This design comes from an exercise in tuning for small area, a short achievable clock period and few clock cycles on the open sky130 flow, not from production work. RTL that was checked went through simulation tests only; none was proved equivalent to the original.

## red
==> flow/design.v <==
module apb_ram (
  input presetn,
  input pclk,
  input psel,
  input penable,
  input pwrite,
  input [31:0] paddr, pwdata,
  output reg [31:0] prdata,
  output pready,
  output reg pslverr
);
  wire [31:0] mem [0:31];
  wire [4:0]  a   = paddr[4:0];
  wire        bad = |paddr[31:5];
  wire [31:0] wd  = pwdata & {32{presetn}};
  reg         wr_q;
  assign pready = penable;
  wire [31:0] oh;
  wire [7:0]  oh8;
  wire [3:0]  oh4;
  wire [31:0] rd;
  always @(posedge pclk) begin
    prdata  <= rd;
    pslverr <= bad;
    wr_q    <= psel & ~penable & pwrite & ~bad;
  end
  genvar i, j;
  generate
    for (i = 0; i < 32; i = i + 1) begin : g_word
      reg [31:0] q;
      wire [1:0] en;
      assign oh[i] = (a == i);
      apb_ram_wen u_en0 (.rst_n(presetn), .w(wr_q), .s(oh[i]), .en(en[0]));
      apb_ram_wen u_en1 (.rst_n(presetn), .w(wr_q), .s(oh[i]), .en(en[1]));
      always @(posedge pclk)
        if (en[0])
          q[15:0] <= wd[15:0];
      always @(posedge pclk)
        if (en[1])
          q[31:16] <= wd[31:16];
      assign mem[i] = q;
    end
    for (i = 0; i < 8; i = i + 1) begin : g_oh8
      assign oh8[i] = (a[2:0] == i);
    end
    for (i = 0; i < 4; i = i + 1) begin : g_oh4
      assign oh4[i] = (a[4:3] == i);
    end
    for (j = 0; j < 32; j = j + 1) begin : g_rd
      wire [3:0] m;
      for (i = 0; i < 4; i = i + 1) begin : g_l1
        apb_ram_aor8 u_aor (.s(oh8),
                            .d({mem[8*i+7][j], mem[8*i+6][j], mem[8*i+5][j], mem[8*i+4][j],
                                mem[8*i+3][j], mem[8*i+2][j], mem[8*i+1][j], mem[8*i][j]}),
                            .y(m[i]));
      end
      apb_ram_aor4 u_aor (.s(oh4), .d(m), .y(rd[j]));
    end
  endgenerate
endmodule
module apb_ram_aor4 (
  input  [3:0] s,
  input  [3:0] d,
  output       y
);
  assign y = |(s & d);
endmodule
module apb_ram_aor8 (
  input  [7:0] s,
  input  [7:0] d,
  output       y
);
  assign y = |(s & d);
endmodule
module apb_ram_wen (
  input  rst_n,
  input  w,
  input  s,
  output en
);
  assign en = ~rst_n | (w & s);
endmodule
export LEC_CHECK = 0
export CAP_MARGIN = 20
export CORE_MARGIN = 2
export CORE_UTILIZATION = 60
export CTS_BUF_LIST = sky130_fd_sc_hd__clkbuf_8
export CTS_CLUSTER_DIAMETER = 100
export CTS_CLUSTER_SIZE = 12
export SETUP_SLACK_MARGIN = 0.8
export SLEW_MARGIN = 20
export SYNTH_HIERARCHICAL = 1
export SYNTH_MINIMUM_KEEP_SIZE = 0
create_clock -name core_clock -period 2.6 [get_ports {pclk}]
standard.sh (not shown) runs the stock make flow with config.mk's settings and CLKGATE_MAP_FILE= SYNTH_SCRIPT=/design/flow/synth_recipe.tcl, a recipe that flattens the netlist after the stock synthesis.
==> flow/flow/run.sh <==
#!/bin/bash
# Standard ORFS layout (standard synthesis unchanged); only the port buffers
# differ: buf_2 instead of the default pick (a slow delay buffer).
set -euo pipefail
bash standard.sh "BUFFER_PORTS_ARGS=-buffer_cell sky130_fd_sc_hd__buf_2" finish > orfs_make.log 2>&1
red ended with every stage complete and zero timing, DRC or antenna violations.
Here is what was changed in the inputs of blue compared with red.
==> flow/design.v <==
module apb_ram (
  input presetn,
  input pclk,
  input psel,
  input penable,
  input pwrite,
  input [31:0] paddr, pwdata,
  output reg [31:0] prdata,
  output pready,
  output reg pslverr
);
  wire [31:0] mem [0:31];
  wire [4:0]  a   = paddr[4:0];
  wire        bad = |paddr[31:5];
  wire [31:0] wd  = pwdata & {32{presetn}};
  reg         wr_q;
  assign pready = penable;
  wire [31:0] oh;
  wire [7:0]  oh8;
  wire [3:0]  oh4;
  wire [31:0] rd;
  always @(posedge pclk) begin
    prdata  <= rd;
    pslverr <= bad;
    wr_q    <= psel & ~penable & pwrite & ~bad;
  end
  genvar i, j;
  generate
    for (i = 0; i < 32; i = i + 1) begin : g_word
      reg [31:0] q;
      assign oh[i] = (a == i);
      always @(posedge pclk)
        if (!presetn || (wr_q && oh[i]))
          q <= wd;
      assign mem[i] = q;
    end
    for (i = 0; i < 8; i = i + 1) begin : g_oh8
      assign oh8[i] = (a[4:2] == i);
    end
    for (i = 0; i < 4; i = i + 1) begin : g_oh4
      assign oh4[i] = (a[1:0] == i);
    end
    for (j = 0; j < 32; j = j + 1) begin : g_rd
      wire [7:0] m;
      for (i = 0; i < 8; i = i + 1) begin : g_l1
        apb_ram_aor4 u_mux (.s(oh4),
                            .d({mem[4*i+3][j], mem[4*i+2][j], mem[4*i+1][j], mem[4*i][j]}),
                            .y(m[i]));
      end
      apb_ram_aor8 u_aor (.s(oh8), .d(m), .y(rd[j]));
    end
  endgenerate
endmodule
module apb_ram_aor4 (
  input  [3:0] s,
  input  [3:0] d,
  output       y
);
  assign y = |(s & d);
endmodule
module apb_ram_aor8 (
  input  [7:0] s,
  input  [7:0] d,
  output       y
);
  assign y = |(s & d);
endmodule
Notes after the runs:
Diff blue..red | maximum buffer depth of the clock tree | unchanged. blue ended with more cell count after placement than red. red → blue: cell area has remained practically unchanged; die footprint has increased. Against red, worst-case setup slack after placement in blue came out better. Measured against each other, blue and red differ in routing usage on met1, the lower figure coming from blue. Cell count after synthesis sits higher in blue than in red. blue vs. red: fraction of the core area covered by cells at the end of the flow held, total core area held, final-layout clock-cell area share held. Side by side, total wirelength of the detailed-routed design turned out lower in blue than in red.
Testbench counts of blue, summed over its fixed seeds: cycles 32,000.
Only the layout flow was run in red; the RTL was not checked for function there.


tundra:
apb_ram with an RTL version that a note above also has.
Size in the first run: about 1100 flip-flops, ~38000 µm² of cells after synthesis.
==> module apb_ram, before the edit <==
module apb_ram (
  input presetn,
  input pclk,
  input psel,
  input penable,
  input pwrite,
  input [31:0] paddr, pwdata,
  output reg [31:0] prdata,
  output pready,
  output reg pslverr
);
  wire [31:0] mem [0:31];
  wire [4:0]  a   = paddr[4:0];
  wire        bad = |paddr[31:5];
  wire [31:0] wd  = pwdata & {32{presetn}};
  reg         wr_q;
  assign pready = penable;
  wire [31:0] oh;
  wire [7:0]  oh8;
  wire [3:0]  oh4;
  wire [31:0] rd;
  always @(posedge pclk) begin
    prdata  <= rd;
    pslverr <= bad;
    wr_q    <= psel & ~penable & pwrite & ~bad;
  end
  genvar i, j;
  generate
    for (i = 0; i < 32; i = i + 1) begin : g_word
      reg [31:0] q;
      assign oh[i] = (a == i);
      always @(posedge pclk)
        if (!presetn || (wr_q && oh[i]))
          q <= wd;
      assign mem[i] = q;
    end
    for (i = 0; i < 8; i = i + 1) begin : g_oh8
      assign oh8[i] = (a[4:2] == i);
    end
    for (i = 0; i < 4; i = i + 1) begin : g_oh4
      assign oh4[i] = (a[1:0] == i);
    end
    for (j = 0; j < 32; j = j + 1) begin : g_rd
      wire [7:0] m;
      for (i = 0; i < 8; i = i + 1) begin : g_l1
        apb_ram_aor4 u_mux (.s(oh4),
                            .d({mem[4*i+3][j], mem[4*i+2][j], mem[4*i+1][j], mem[4*i][j]}),
                            .y(m[i]));
      end
      apb_ram_aor8 u_aor (.s(oh8), .d(m), .y(rd[j]));
    end
  endgenerate
endmodule
==> module apb_ram_aor8, before the edit <==
module apb_ram_aor8 (
  input  [7:0] s,
  input  [7:0] d,
  output       y
);
  assign y = |(s & d);
endmodule
==> flow/config.mk <==
export PLATFORM = sky130hd
export DESIGN_NAME = apb_ram
export DESIGN_NICKNAME = apb_ram
export VERILOG_FILES = /design/flow/design.v
export SDC_FILE = /design/flow/constraint.sdc
export NUM_CORES = 4
export LEC_CHECK = 0
export CAP_MARGIN = 20
export CORE_MARGIN = 2
export CORE_UTILIZATION = 60
export CTS_CLUSTER_DIAMETER = 100
export CTS_CLUSTER_SIZE = 24
export SETUP_SLACK_MARGIN = 0.8
export SLEW_MARGIN = 20
export SYNTH_HIERARCHICAL = 1
export SYNTH_MINIMUM_KEEP_SIZE = 0
==> flow/constraint.sdc <==
create_clock -name core_clock -period 2.6 [get_ports {pclk}]
set_input_delay 0.5200 -clock core_clock [delete_from_list [all_inputs] [get_ports {pclk}]]
set_output_delay 0.5200 -clock core_clock [all_outputs]
set_load 0.01 [all_outputs]
Scripts as last shown in full above: flow/flow/run.sh
Testbench counts of tundra, summed over its fixed seeds: cycles 32,000.
### tundra -> delta
diff --git a/flow/design.v b/flow/design.v
--- a/flow/design.v
+++ b/flow/design.v
@@ -39,29 +39,40 @@
     end
     for (i = 0; i < 4; i = i + 1) begin : g_oh4
       assign oh4[i] = (a[1:0] == i);
     end
     for (j = 0; j < 32; j = j + 1) begin : g_rd
       wire [7:0] m;
+      wire [2:0] g;
       for (i = 0; i < 8; i = i + 1) begin : g_l1
         apb_ram_aor4 u_mux (.s(oh4),
                             .d({mem[4*i+3][j], mem[4*i+2][j], mem[4*i+1][j], mem[4*i][j]}),
                             .y(m[i]));
       end
-      apb_ram_aor8 u_aor (.s(oh8), .d(m), .y(rd[j]));
+      apb_ram_aoi3 u_aoi0 (.s(oh8[2:0]), .d(m[2:0]), .y_n(g[0]));
+      apb_ram_aoi3 u_aoi1 (.s(oh8[5:3]), .d(m[5:3]), .y_n(g[1]));
+      apb_ram_aoi2 u_aoi2 (.s(oh8[7:6]), .d(m[7:6]), .y_n(g[2]));
+      assign rd[j] = ~&g;
     end
   endgenerate
 endmodule
 module apb_ram_aor4 (
   input  [3:0] s,
   input  [3:0] d,
   output       y
 );
   assign y = |(s & d);
 endmodule
-module apb_ram_aor8 (
-  input  [7:0] s,
-  input  [7:0] d,
-  output       y
+module apb_ram_aoi3 (
+  input  [2:0] s,
+  input  [2:0] d,
+  output       y_n
 );
-  assign y = |(s & d);
+  assign y_n = ~|(s & d);
 endmodule
+module apb_ram_aoi2 (
+  input  [1:0] s,
+  input  [1:0] d,
+  output       y_n
+);
+  assign y_n = ~|(s & d);
+endmodule
## What came out
Looking at the reports, tundra completed the entire flow and the layout it produced met the timing, design-rule and antenna checks. delta closes out successfully: all stages finished, all timing, DRC and antenna checks passed. Compared with tundra, in delta simple logic cell fraction of the synthesized area roughly the same, total global-route track usage went up 2.5 points, worst slew margin relative to its limit now smaller, post-CTS repair timing setup buffer count went up. [compare] base=tundra new=delta: non-clock buffer total of the final layout saw an increase, share of the cycle needed by the critical path after routing saw a decrease, wire length of the first global-routing pass saw an increase, slack of the critical path saw an increase, number of instances in the synthesized netlist saw a decrease. delta ended up with a higher area growth from synthesis to layout than tundra did. delta vs tundra, origin of the worst setup path: paddr[0] vs wr_q$_DFF_P_.
Function not checked in delta: the RTL went through the layout flow alone.

==> re-timing with driven ports <==
The flow's constraints put no driver on any port. The routed layouts listed below were extracted and timed again, unchanged, in two steps.
Step 1, drivers: a clkbuf_16 drives pclk and a buf_2 each remaining input, both assumed.
Step 2 times the ports against the registers' clock, not the clock port: input delays grow and output delays shrink by t, the midpoint of the rising clock arrivals with the driver on.
a / b / c = ideal ports / drivers / drivers and shift; a / b = the first two.
| run | t (ns) | slack for setup (ns) | worst setup path at the end |
|---|---|---|---|
| red | 0.770 | 0.753 / 0.792 / 0.024 | input to register |
| blue | 0.762 | 0.791 / 0.785 / 0.184 | input to register |
| tundra | 0.683 | 0.745 / 0.745 / 0.142 | input to register |
| delta | 0.694 | 0.773 / 0.806 / 0.115 | input to register |
After both steps setup and hold are still met in every run listed. The setup slack of red, which loses most, moves by +0.039 ns with the drivers and by -0.729 ns with both steps.
